This is an optimization exercise on Yosys and OpenROAD, whose aim is small area, a short achievable clock period and few clock cycles per item, not a production implementation.
The RTL was checked by simulation tests, not by an equivalence proof against the original design.

## flow/design.v (module list and top-level ports; edited modules follow where they fit)
// module fa: 4 lines
// module ha: 4 lines
// module bc: 4 lines
// module gc: 3 lines
// module sq_mod_p: 1189 lines
// module sq_mod_q: 2476 lines
// module crt_s: 1008 lines
// module crt_x: 812 lines
// module decode_7seg: 26 lines
// module bbs_generator: 57 lines
module bbs_generator(
    input  wire CLOCK_50,
    input  wire res,
    input  wire [63:0] seed,
    output wire [9:0] LEDR,
    output reg  valid,
    output wire [63:0] x_out,
    output wire [6:0] HEX0,
    output wire [6:0] HEX1,
    output wire [6:0] HEX2,
    output wire [6:0] HEX3,
    output wire [6:0] HEX4,
    output wire [6:0] HEX5
);
  // ...
==> flow/run.sh <==
#!/bin/bash
# synth_recipe.tcl (not shown) runs the flow's synth.tcl, then flattens the netlist and writes it again
# the make line also repeats each setting of config.mk as NAME=value (left out here)
make -C /OpenROAD-flow-scripts/flow DESIGN_CONFIG=/design/flow/config.mk WORK_HOME=/design/flow/orfs CLKGATE_MAP_FILE= SYNTH_SCRIPT=/design/flow/synth_recipe.tcl finish
==> flow/config.mk <==
export PLATFORM = sky130hd
export DESIGN_NAME = bbs_generator
export DESIGN_NICKNAME = bbs_generator
export VERILOG_FILES = /design/flow/design.v
export SDC_FILE = /design/flow/constraint.sdc
export NUM_CORES = 4
export LEC_CHECK = 0
export CAP_MARGIN = 20
export CORE_MARGIN = 2
export CORE_UTILIZATION = 60
export SETUP_SLACK_MARGIN = 0.5
export SLEW_MARGIN = 20
export SYNTH_HIERARCHICAL = 1
export SYNTH_MINIMUM_KEEP_SIZE = 0
==> flow/constraint.sdc <==
create_clock -name core_clock -period 12.0 [get_ports {CLOCK_50}]
set_input_delay 2.4000 -clock core_clock [delete_from_list [all_inputs] [get_ports {CLOCK_50}]]
set_output_delay 2.4000 -clock core_clock [all_outputs]
set_load 0.01 [all_outputs]
==> impl_metrics.csv, run 1 <==
group,metric,value,unit
outcome,outcome,"no timing/DRC/antenna violations",
sta,skew,22.4,ps
global_route,grt_max_degree,65,
placed_design,numPortBuffers,172,
layout,multi_input_area,56400,um2
layout,post-route-util,64.4,%
yosys,ys_warn_count,8,
setup_path,required,12430,ps
setup_path,path_buf_inv,4,
detailed_routing,wl_met1,77400,um
setup_path,slowest_delay,990,ps
detailed_routing,first_iter_violations,3309,
min_path,worst_hold_path.endpoint,"phase[0]",
detailed_routing,postRouteAntennaNets,0,
layout,fin_nets,7699,
setup_path,r2r_end,"b_reg[4]",
clock_network,clk_latency,530,ps
sta,slew_viol_final,0,
clock_network,cts_setup_buffers,0,
yosys,synth.distinct_cells,52,
yosys,synth_common_cells,"1613 x and2_1, 1407 x fa_1, 713 x a21o_1",
layout,fillers,8383,
yosys,ys.flop_type,"dfrtp_1",
floorplanning,nWellTaps,1368,
placed_design,post-place-ws,1450,ps
min_path,holdCritStartpoint,"phase[0]",
setup_path,cp-start-kind,"register",
sta,finalSetupViolations,0,
yosys,synth_top_family_by_area,"adder cells",
Testbench counts, summed over its fixed seeds: cycles 216, numbers 192.
==> run 2: changes to the inputs <==
--- a/flow/config.mk
+++ b/flow/config.mk
@@ -8,7 +8,7 @@
 export CAP_MARGIN = 20
 export CORE_MARGIN = 2
 export CORE_UTILIZATION = 60
-export SETUP_SLACK_MARGIN = 0.5
+export SETUP_SLACK_MARGIN = 3
 export SLEW_MARGIN = 20
 export SYNTH_HIERARCHICAL = 1
 export SYNTH_MINIMUM_KEEP_SIZE = 0
==> run 2 against run 1 <==
Effect of this change:
- still clean
- utilization rose by 4.6 points
- sequential share of layout area fell by 0.23 points
- non-clock buffer count rose by 261
- critical path type unchanged
- sequential cell count did not move
- worst hold slack improved by 3.1 ps
- largest cell class unchanged
- routed wire length rose by 5.5%
- critical path depth rose by 2
- register-to-register slack improved by 1200 ps
- synthesized area did not move
==> impl_metrics.csv, run 2 <==
group,metric,value,unit
placed_design,place.gp.congestion,0.993,
layout,layout-drive-gt1-share,16.1,%
setup_path,slowest_delay,630,ps
layout,stdcell_area,70300,um2
setup_path,cp-start-kind,"register",
global_route,grt_max_degree,94,
setup_path,worstPathArrival,9930,ps
sta,skew,15.1,ps
detailed_routing,first_iter_violations,3866,
detailed_routing,postRouteAntennaNets,0,
sta,post-route-min-period,9520,ps
layout,layout_common_cells,"1587 x and2_1, 1336 x fa_1, 692 x a21o_1",
detailed_routing,avgViaCountPerCell,6.14,
setup_path,critPathMostFrequentCell,"fa_1",
yosys,synth_top_cell_by_area,"fa_1",
detailed_routing,drc,0,
detailed_routing,drt-pass1-iter-count,5,
setup_path,r2r_start,"b_reg[19]",
setup_path,critPathLaunch,"b_reg[19]",
setup_path,required,12410,ps
setup_path,path_class,"reg -> reg",
clock_network,cts-buffers-inserted,17,
yosys,seq_area_frac_synth,6.12,%
detailed_routing,num_vias,45400,
yosys,synth_area_per_cell,10.9,um2
layout,final_common_cell,"and2_1",
yosys,post-synth-top-area-fraction,45.6,%
yosys,ys_seq_elements,151,
setup_path,cp-endpoint,"b_reg[16]",
setup_path,r2r_end,"b_reg[16]",
layout,syn_to_final_growth,14.0,%
setup_path,crit_path_top_delay_cell,"fa_2",
yosys,synth.distinct_cells,52,
placed_design,dpl_cell_area,65100,um2
global_route,grt_overflow_total,0,
yosys,synth_edf_count,0,
sta,slew_viol_final,0,
floorplanning,fp.dieW,325,um
floorplanning,initial_utilization,60.6,%
min_path,hold_class,"reg -> reg",
sta,fin_crit_sh,79.3,%
clock_network,clkSlewWorstSetupHoldPaths,70,ps
sta,worst_slew_pin_slew,870,ps
global_route,grt_antenna_before_repair,15,
detailed_routing,wl_per_cell,27.2,um
yosys,synth.most_common_cell,"and2_1",
clock_network,htreeDepth,4,
yosys,ys_warn_count,8,
yosys,synth.cell_area,61700,um2
yosys,yosys-top-cells-area,"fa_1 46%, and2_1 16%, ha_1 10%, a21o_1 8.7%, dfrtp_1 6.1%",
clock_network,cts_sinks,151,
sta,max_freq,105,MHz
setup_path,end_kind,"register",
min_path,whs_path_depth,1,
clock_network,clk_latency,520,ps
global_route,grt_pass1_vias,48300,
layout,fin_nets,7964,
placed_design,hpwlAfterDp,151000,um
sta,final_hold_viol_count,0,
layout,fillers,7720,
yosys,ys.flop_type,"dfrtp_1",
clock_network,root_buffer,"clkbuf_16",
sta,worst_slew_margin_rel,42.0,%
global_route,grt_pass1_wl,305000,um
setup_path,worstRegToRegCells,30,
global_route,track_usage,38.6,%
detailed_routing,wl,201000,um
setup_path,rrSetupSlack,2480,ps
floorplanning,num_rows,117,
setup_path,cp_max_fo,8,
floorplanning,fp.dieH,325,um
placed_design,numPortBuffers,172,
yosys,synthCells,5640,
job,drv_cap,0,
yosys,synth_common_cells,"1613 x and2_1, 1407 x fa_1, 713 x a21o_1",
sta,rsz0062_at_grt,"yes",
layout,post-route-util,69.0,%
clock_network,clockBufferDepth,2,
floorplanning,io_pins,183,
outcome,outcome,"no timing/DRC/antenna violations",
sta,finalSetupTns,0,ps
sta,finalSetupViolations,0,
clock_network,tritoncts,"done",
floorplanning,core,102000,um2
yosys,async_flop_share,100,%
floorplanning,dieArea,105000,um2
==> run 2: changes by cell type in the layout (fill, tap and decap cells not counted), moves of 21 or more <==
| cell | delta |
|---|---|
| a21oi_1 | -28 |
| dfrtp_4 | +27 |
| fa_1 | -71 |
| dfrtp_1 | -36 |
| buf_4 | +174 |
| inv_1 | -24 |
| ha_1 | -76 |
| buf_12 | +23 |
| ha_4 | +73 |
| and2_1 | -26 |
| buf_6 | +41 |
| fa_2 | +71 |
| a21o_1 | -21 |
==> run 2: stage by stage <==
stage	instances	hold WS (ps)	worst slack [ps]
5_1_grt	7382	495	2330
3_3_place_gp	7081	462	1210
2_1_floorplan	5687	445	3000
3_5_place_dp	7082	465	1480
4_1_cts	7282	479	2630
6_report	7385	480	2480
==> run 2: metal layers <==
metal | part of all wire (%) | global-route usage (%) | vias up
met5 | 0.015 | 0 | -
met4 | 4.5 | 15.5 | 6
met3 | 11 | 11.7 | 427
met2 | 45 | 58.4 | 2352
met1 | 40 | 52.4 | 23500
li1 | - | - | 19100
==> run 2: how the worst min path moves through the flow <==
stage,start,endpoint,slack (ps)
CTS,phase[0],phase[0],480
detailed placement,phase[0],phase[0],460
global placement,phase[0],phase[0],460
global route,phase[0],phase[0],490
finish,phase[0],phase[0],480
floorplan,phase[0],phase[0],450
==> run 2: Yosys stat by module, one instance, submodules excluded <==
module | cells inside | copies in the design | cell area, um2 | flops+latches
ha | 1 | 412 | 12.5 | 0
fa | 1 | 1407 | 20.0 | 0
sq_mod_p | 778 | 1 | 4800 | 0
crt_s | 247 | 1 | 1730 | 0
decode_7seg | 32 | 6 | 234 | 0
gc | 1 | 182 | 7.51 | 0
crt_x | 95 | 1 | 666 | 0
sq_mod_q | 954 | 1 | 6250 | 0
bc | 2 | 530 | 13.8 | 0
bbs_generator | 313 | 1 | 4890 | 151
==> run 2: kinds of logic (layout without fill, tap and decap cells) <==
kind of cell,count (synthesis),after routing,synth area share (%)
DFF,151,151,6.12
xor gates and xnor gates,272,272,3.86
buffers and inverters,392,714,2.73
AOI/OAI and AO/OA,1015,1016,12.3
and+or+nand+nor,1894,1897,19.0
other,4,55,0.0243
muxes,14,14,0.353
adders and majority gates,1898,1898,55.6
==> run 2: critical path, delay by kind of cell (launching register included) <==
family / cells / cell delay, ps
xor+xnor: 1 / 180
simple gates: 2 / 460
compound gates: 8 / 1600
flops: 1 / 520
buf+inv: 6 / 770
fa+ha+maj: 13 / 5840
==> run 2: final cells by class <==
cell class | instances | area (um2) | share of cell area, %
inverters | 134 | 568 | 0.808
well taps | 1368 | 1710 | 2.43
clock inverters | 14 | 206 | 0.294
multi-input cells | 5148 | 58100 | 82.7
flip-flops and latches | 151 | 3890 | 5.53
diodes | 4 | 10.0 | 0.0142
clock buffers | 18 | 439 | 0.624
repair buffers | 548 | 5370 | 7.63
==> run 2: timing repair <==
action / CTS / global route
hold buffers: 0 / 0
endpoints found under the setup margin: 86 / 62
pin swaps: 88 / 136
resized for setup: 269 / 183
gates cloned: 14 / 4
buffers inserted: 154 / 94
==> run 3: changes to the inputs <==
--- a/flow/config.mk
+++ b/flow/config.mk
@@ -8,7 +8,7 @@
 export CAP_MARGIN = 20
 export CORE_MARGIN = 2
 export CORE_UTILIZATION = 60
-export SETUP_SLACK_MARGIN = 3
+export SETUP_SLACK_MARGIN = 4.5
 export SLEW_MARGIN = 20
 export SYNTH_HIERARCHICAL = 1
 export SYNTH_MINIMUM_KEEP_SIZE = 0
==> run 3 against run 2 <==
Effect of this change:
- global-route usage shrank 0.96 points
- utilization shrank 0.45 points
- routed wire length shrank 3.6%
- critical path depth shrank 4
- highest routed layer unchanged
- worst hold slack gained 17 ps
- clock skew grew 17 ps
- still clean
- non-clock buffer count shrank 92
- final cell count shrank 1.2%
==> impl_metrics.csv, run 3 <==
group,metric,value,unit
outcome,outcome,"no timing/DRC/antenna violations",
yosys,ys_warn_count,8,
job,drv_cap,0,
detailed_routing,drc,0,
sta,rsz0062_at_grt,"yes",
sta,worst_slew_margin_rel,38.7,%
sta,finalSetupViolations,0,
floorplanning,io_pins,183,
floorplanning,fp.dieW,325,um
layout,layout-drive-gt1-share,15.2,%
global_route,grt_pass1_wl,297000,um
yosys,async_flop_share,100,%
clock_network,tritoncts,"done",
clock_network,cts_sinks,151,
clock_network,cts-buffers-inserted,17,
sta,post-route-min-period,9770,ps
detailed_routing,num_vias,44400,
global_route,grt_pass1_vias,48000,
yosys,synth_common_cells,"1613 x and2_1, 1407 x fa_1, 713 x a21o_1",
setup_path,required,12360,ps
yosys,synth.distinct_cells,52,
layout,post-route-util,68.6,%
layout,layout_common_cells,"1591 x and2_1, 1336 x fa_1, 689 x a21o_1",
floorplanning,initial_utilization,60.6,%
global_route,track_usage,37.7,%
sta,max_freq,102,MHz
yosys,synth_top_cell_by_area,"fa_1",
setup_path,end_kind,"register",
detailed_routing,first_iter_violations,3447,
sta,slew_viol_final,0,
detailed_routing,drt-pass1-iter-count,7,
floorplanning,dieArea,105000,um2
sta,finalSetupTns,0,ps
layout,fin_nets,7874,
yosys,seq_area_frac_synth,6.12,%
setup_path,worstPathArrival,10130,ps
yosys,synth.cell_area,61700,um2
yosys,synth_edf_count,0,
global_route,use_met2,58.2,%
placed_design,hpwlAfterDp,146000,um
setup_path,path_class,"reg -> reg",
yosys,ys.flop_type,"dfrtp_1",
placed_design,place.gp.congestion,0.986,
floorplanning,num_rows,117,
clock_network,root_buffer,"clkbuf_16",
detailed_routing,avgViaCountPerCell,6.08,
sta,skew,32.3,ps
detailed_routing,wl_per_cell,26.5,um
clock_network,clkSlewWorstSetupHoldPaths,90,ps
global_route,grt_util_met3,9.67,%
detailed_routing,wl,193000,um
yosys,ys_seq_elements,151,
floorplanning,fp.dieH,325,um
global_route,grtUsageMet1,50.8,%
global_route,grt_antenna_before_repair,9,
global_route,grt_max_degree,73,
setup_path,cp-start-kind,"register",
placed_design,post-place-ws,1080,ps
yosys,synth_area_per_cell,10.9,um2
layout,final_common_cell,"and2_1",
detailed_routing,postRouteAntennaNets,0,
sta,final_hold_viol_count,0,
global_route,busiest_layer,"met2",
global_route,grt_overflow_total,0,
min_path,hold_class,"reg -> reg",
setup_path,cp_max_fo,7,
layout,syn_to_final_growth,13.2,%
yosys,yosys-top-cells-area,"fa_1 46%, and2_1 16%, ha_1 10%, a21o_1 8.7%, dfrtp_1 6.1%",
clock_network,clk_latency,530,ps
placed_design,numPortBuffers,172,
yosys,synth.most_common_cell,"and2_1",
floorplanning,core,102000,um2
clock_network,hold_buffers,0,
yosys,synthCells,5640,
sta,layout_setup_ws,2230,ps
sta,worst_slew_pin_slew,920,ps
clock_network,htreeDepth,4,
yosys,post-synth-top-area-fraction,45.6,%
clock_network,clockBufferDepth,2,
sta,fin_crit_sh,81.5,%
run 3: Yosys stat by module (local to each module, per instance):
| module | cell area [um2] | cells | flops+latches |
|---|---|---|---|
| gc | 7.51 | 1 | 0 |
| sq_mod_q | 6250 | 954 | 0 |
| crt_x | 666 | 95 | 0 |
| decode_7seg | 234 | 32 | 0 |
| bc | 13.8 | 2 | 0 |
| ha | 12.5 | 1 | 0 |
| fa | 20.0 | 1 | 0 |
| sq_mod_p | 4800 | 778 | 0 |
| bbs_generator | 4890 | 313 | 151 |
| crt_s | 1730 | 247 | 0 |
run 3: cells by family (layout without fill, tap and decap cells):
| kind of cell | Yosys count | count (layout) | synth area share (%) |
|---|---|---|---|
| fa+ha+maj | 1898 | 1898 | 55.6 |
| simple gates | 1894 | 1897 | 19.0 |
| compound gates | 1015 | 1017 | 12.3 |
| buf+inv | 392 | 622 | 2.73 |
| xor+xnor | 272 | 273 | 3.86 |
| flops | 151 | 151 | 6.12 |
| mux | 14 | 14 | 0.353 |
| other cells | 4 | 55 | 0.0243 |
run 3: cell type report:
cell class              count  area (um2)
clock inverters            14         178
flip-flops and latches    151        3870
inverters                 134         543
diodes                      4        10.0
fillers                  7829       32000
multi-input cells        5150       58600
clock buffers              18         429
well taps                1368        1710
repair buffers            456        4560
run 3: worst paths after layout:
kind | start | to | slack, ps | cells past startpoint
min in group asynchronous | res | counter[11] | 2280 | 2
worst min-delay path | phase[0] | phase[0] | 500 | 1
worst max register to register | b_reg[22] | b_reg[17] | 2230 | 26
worst min register to register | phase[0] | phase[0] | 500 | 1
worst max-delay path | b_reg[22] | b_reg[17] | 2230 | 26
max in group asynchronous | res | s_reg[17] | 8350 | 3
run 3: layer usage:
layer | wire length (um) | up-vias
li1 | - | 18900
met1 | 78000 | 23000
met2 | 88600 | 2027
met3 | 18000 | 414
met4 | 8740 | 4
met5 | 21 | -
run 3: critical path, stage by stage, from the launching register on:
cell and delay [ps]:
dfrtp_4 580, buf_6 160, and2_4 150, fa_1 510, fa_1 540, fa_1 610
fa_1 440, fa_1 470, fa_2 620, fa_1 470, fa_1 540, fa_1 440
fa_1 510, fa_2 470, or2_4 290, inv_2 60, ha_4 210, ha_4 250
a21o_1 180, a21o_1 190, a21o_4 200, a21o_4 240, a21o_1 250, or3_4 420
o21ai_2 130, o211ai_1 120, a22oi_2 520
run 3: metrics by stage:
stage,cells,hold slack [ps],instance area [um2]
after floorplan,5687,446,63000
after global placement,7068,461,65900
after detailed placement,7068,482,65900
after CTS,7249,497,68900
after global routing,7292,520,69900
final,7295,498,69900
run 3: repair_timing:
action / 4_1_cts / 5_1_grt
setup endpoints to repair: 121 / 149
buffers inserted: 139 / 40
gates cloned: 10 / 2
pin swaps: 103 / 94
resized for setup: 223 / 144
==> run 4: changes to the inputs <==
--- a/flow/config.mk
+++ b/flow/config.mk
@@ -7,8 +7,8 @@
 export LEC_CHECK = 0
 export CAP_MARGIN = 20
 export CORE_MARGIN = 2
-export CORE_UTILIZATION = 60
-export SETUP_SLACK_MARGIN = 4.5
+export CORE_UTILIZATION = 70
+export SETUP_SLACK_MARGIN = 3
 export SLEW_MARGIN = 20
 export SYNTH_HIERARCHICAL = 1
 export SYNTH_MINIMUM_KEEP_SIZE = 0
==> run 4 against run 3 <==
Effect of this change:
- utilization rose by 11 points
- sequential cell count is the same
- clock skew decreased by 10 ps
- fmax fell by 0.53%
- worst hold slack lost 15 ps
- die area down 14%
- global-route usage up 7.5 points
- critical path depth grew 5
- largest cell class unchanged
- highest routed layer unchanged
==> impl_metrics.csv, run 4 <==
group,metric,value,unit
outcome,outcome,"no timing/DRC/antenna violations",
sta,post-route-min-period,9830,ps
yosys,synth_area_per_cell,10.9,um2
detailed_routing,drt-pass1-iter-count,8,
clock_network,hold_buffers,0,
detailed_routing,wl_per_cell,28.3,um
detailed_routing,num_vias,47200,
sta,worst_slew_margin_rel,22.2,%
global_route,grtUsageMet1,58.3,%
layout,layout-drive-gt1-share,15.3,%
clock_network,root_buffer,"clkbuf_16",
yosys,synth.most_common_cell,"and2_1",
clock_network,htreeDepth,4,
layout,fillers,5417,
global_route,busiest_layer,"met2",
detailed_routing,wl,202000,um
global_route,grt_overflow_total,0,
min_path,whs_path_depth,1,
placed_design,numPortBuffers,172,
setup_path,required,12340,ps
yosys,synth_top_cell_by_area,"fa_1",
setup_path,r2r_end,"b_reg[7]",
sta,final_hold_viol_count,0,
floorplanning,dieArea,90500,um2
floorplanning,num_rows,108,
yosys,synth.distinct_cells,52,
sta,fin_crit_sh,81.9,%
clock_network,tritoncts,"done",
layout,layout_common_cells,"1582 x and2_1, 1334 x fa_1, 692 x a21o_1",
floorplanning,initial_utilization,70.9,%
detailed_routing,first_iter_violations,4527,
sta,max_freq,102,MHz
sta,layout_setup_ws,2170,ps
placed_design,post-place-ws,496,ps
sta,worst_hold_slack,482,ps
global_route,grt_pass1_vias,50200,
floorplanning,core,87000,um2
clock_network,cts-buffers-inserted,17,
yosys,synth.cell_area,61700,um2
detailed_routing,postRouteAntennaNets,0,
layout,syn_to_final_growth,12.8,%
job,drv_cap,0,
setup_path,cp-endpoint,"b_reg[7]",
clock_network,cts_sinks,151,
yosys,seq_area_frac_synth,6.12,%
sta,slew_viol_final,0,
setup_path,slowest_delay,640,ps
yosys,ys_seq_elements,151,
global_route,grt_util_met3,17.0,%
detailed_routing,avgViaCountPerCell,6.62,
setup_path,critPathLaunch,"b_reg[30]",
setup_path,end_kind,"register",
placed_design,place.gp.congestion,1.05,
clock_network,clockBufferDepth,2,
clock_network,clkSlewWorstSetupHoldPaths,80,ps
placed_design,hpwlAfterDp,149000,um
yosys,post-synth-top-area-fraction,45.6,%
setup_path,crit_path_top_delay_cell,"fa_2",
layout,final_common_cell,"and2_1",
yosys,yosys-top-cells-area,"fa_1 46%, and2_1 16%, ha_1 10%, a21o_1 8.7%, dfrtp_1 6.1%",
setup_path,path_class,"reg -> reg",
setup_path,critPathMostFrequentCell,"fa_1",
setup_path,cp_max_fo,6,
min_path,hold_class,"reg -> reg",
sta,finalSetupViolations,0,
global_route,grt_max_degree,91,
detailed_routing,drc,0,
yosys,synth_common_cells,"1613 x and2_1, 1407 x fa_1, 713 x a21o_1",
sta,worst_slew_pin_slew,1170,ps
setup_path,worstRegToRegCells,31,
yosys,async_flop_share,100,%
sta,finalSetupTns,0,ps
min_path,holdCritStartpoint,"phase[0]",
setup_path,worstPathArrival,10160,ps
setup_path,r2r_start,"b_reg[30]",
setup_path,cp-start-kind,"register",
layout,post-route-util,80.0,%
yosys,ys.flop_type,"dfrtp_1",
yosys,synth_edf_count,0,
setup_path,rrSetupSlack,2170,ps
global_route,track_usage,45.2,%
global_route,grt_antenna_before_repair,24,
floorplanning,fp.dieH,301,um
yosys,synthCells,5640,
yosys,ys_warn_count,8,
layout,fin_nets,7913,
global_route,grt_pass1_wl,303000,um
clock_network,clk_latency,510,ps
global_route,use_met2,67.8,%
sta,rsz0062_at_grt,"yes",
sta,skew,22.1,ps
floorplanning,io_pins,183,
floorplanning,fp.dieW,301,um
## run 4: cell types whose count changed in the layout (fill, tap and decap cells not counted), sizes merged, moves of 2 or more
cell,before,now
inv,143,129
dlymetal6s2s,4,0
clkdlybuf4s50,168,172
buf,280,314
o21a,2,5
or3,3,5
diode,4,15
clkinvlp,1,16
## run 4: modules after synthesis (local to each module, per instance)
module | flops+latches | cell area, um2 | copies in the design
fa | 0 | 20.0 | 1407
decode_7seg | 0 | 234 | 6
bbs_generator | 151 | 4890 | 1
crt_x | 0 | 666 | 1
gc | 0 | 7.51 | 182
crt_s | 0 | 1730 | 1
bc | 0 | 13.8 | 530
sq_mod_q | 0 | 6250 | 1
ha | 0 | 12.5 | 412
sq_mod_p | 0 | 4800 | 1
## run 4: layout make-up
cell class	instances	area [um2]	share of cell area, %
multi-input cells	5155	58400	83.9
repair buffers	490	4750	6.83
flip-flops and latches	151	3820	5.49
well taps	1155	1450	2.08
inverters	134	571	0.819
clock buffers	18	429	0.616
clock inverters	14	154	0.221
diodes	15	37.5	0.0539
## run 4: kinds of logic (layout without fill, tap and decap cells)
family                   count (synthesis)  in the layout  synth area share, %
other                                    4             66               0.0243
AO/OA/AOI/OAI                         1015           1021                 12.3
adder cells (fa/ha/maj)               1898           1898                 55.6
AND/OR/NAND/NOR                       1894           1899                 19.0
flip-flops                             151            151                 6.12
buffers and inverters                  392            656                 2.73
XOR/XNOR                               272            272                 3.86
multiplexers                            14             14                0.353
## run 4: layer usage
metal	up-vias	wire (um)
met5	-	122
met4	18	12400
met3	861	26700
met2	3317	90600
met1	24000	72000
li1	19000	-
## run 4: repair_timing
action | in CTS | in global routing
endpoints found under the setup margin | 86 | 55
setup buffers | 126 | 80
resized for setup | 290 | 170
pin swaps | 122 | 166
cloned | 13 | 3
## run 4: worst min path at each step
stage,endpoint,slack [ps]
detailed placement,phase[0],460
finish,phase[0],480
CTS,phase[0],480
global route,phase[0],530
global placement,phase[0],460
floorplan,phase[0],450
## run 4: worst max-delay path: cells and delay by family, from the launching register on
kind | cells | cell delay, ps
xor+xnor | 1 | 190
compound gates | 8 | 1800
fa+ha+maj | 13 | 6090
buf+inv | 7 | 750
simple gates | 2 | 290
flops | 1 | 510
## run 4: per-stage QoR
step / cells / instance area [um2]
3_5_place_dp: 6862 / 64800
3_3_place_gp: 6861 / 64700
6_report: 7132 / 69600
5_1_grt: 7119 / 69600
4_1_cts: 7033 / 68000
2_1_floorplan: 5687 / 62000

what the ideal ports hide:
Ports are ideal in the flow. The routed layouts listed here were re-timed in OpenROAD. Step 1, drivers: a clkbuf_16 drives CLOCK_50 and a buf_2 each remaining input, both assumed. Step 2 times the ports against the registers' clock, not the clock port: input delays grow and output delays shrink by t, the midpoint of the rising clock arrivals with the driver on. Slacks: no drivers / after step 1 / after step 2; pairs: no drivers / after step 1.
run	t (ns)	slack for setup (ns)	worst data-port slew with drivers (ns)
run 1	0.591	1.241 / 1.241 / 1.241	0.06
run 2	0.587	2.483 / 2.483 / 2.483	0.05
run 3	0.590	2.226 / 2.226 / 2.226	0.05
run 4	0.566	2.174 / 2.174 / 2.174	0.05
After both steps every run listed still meets setup and hold.
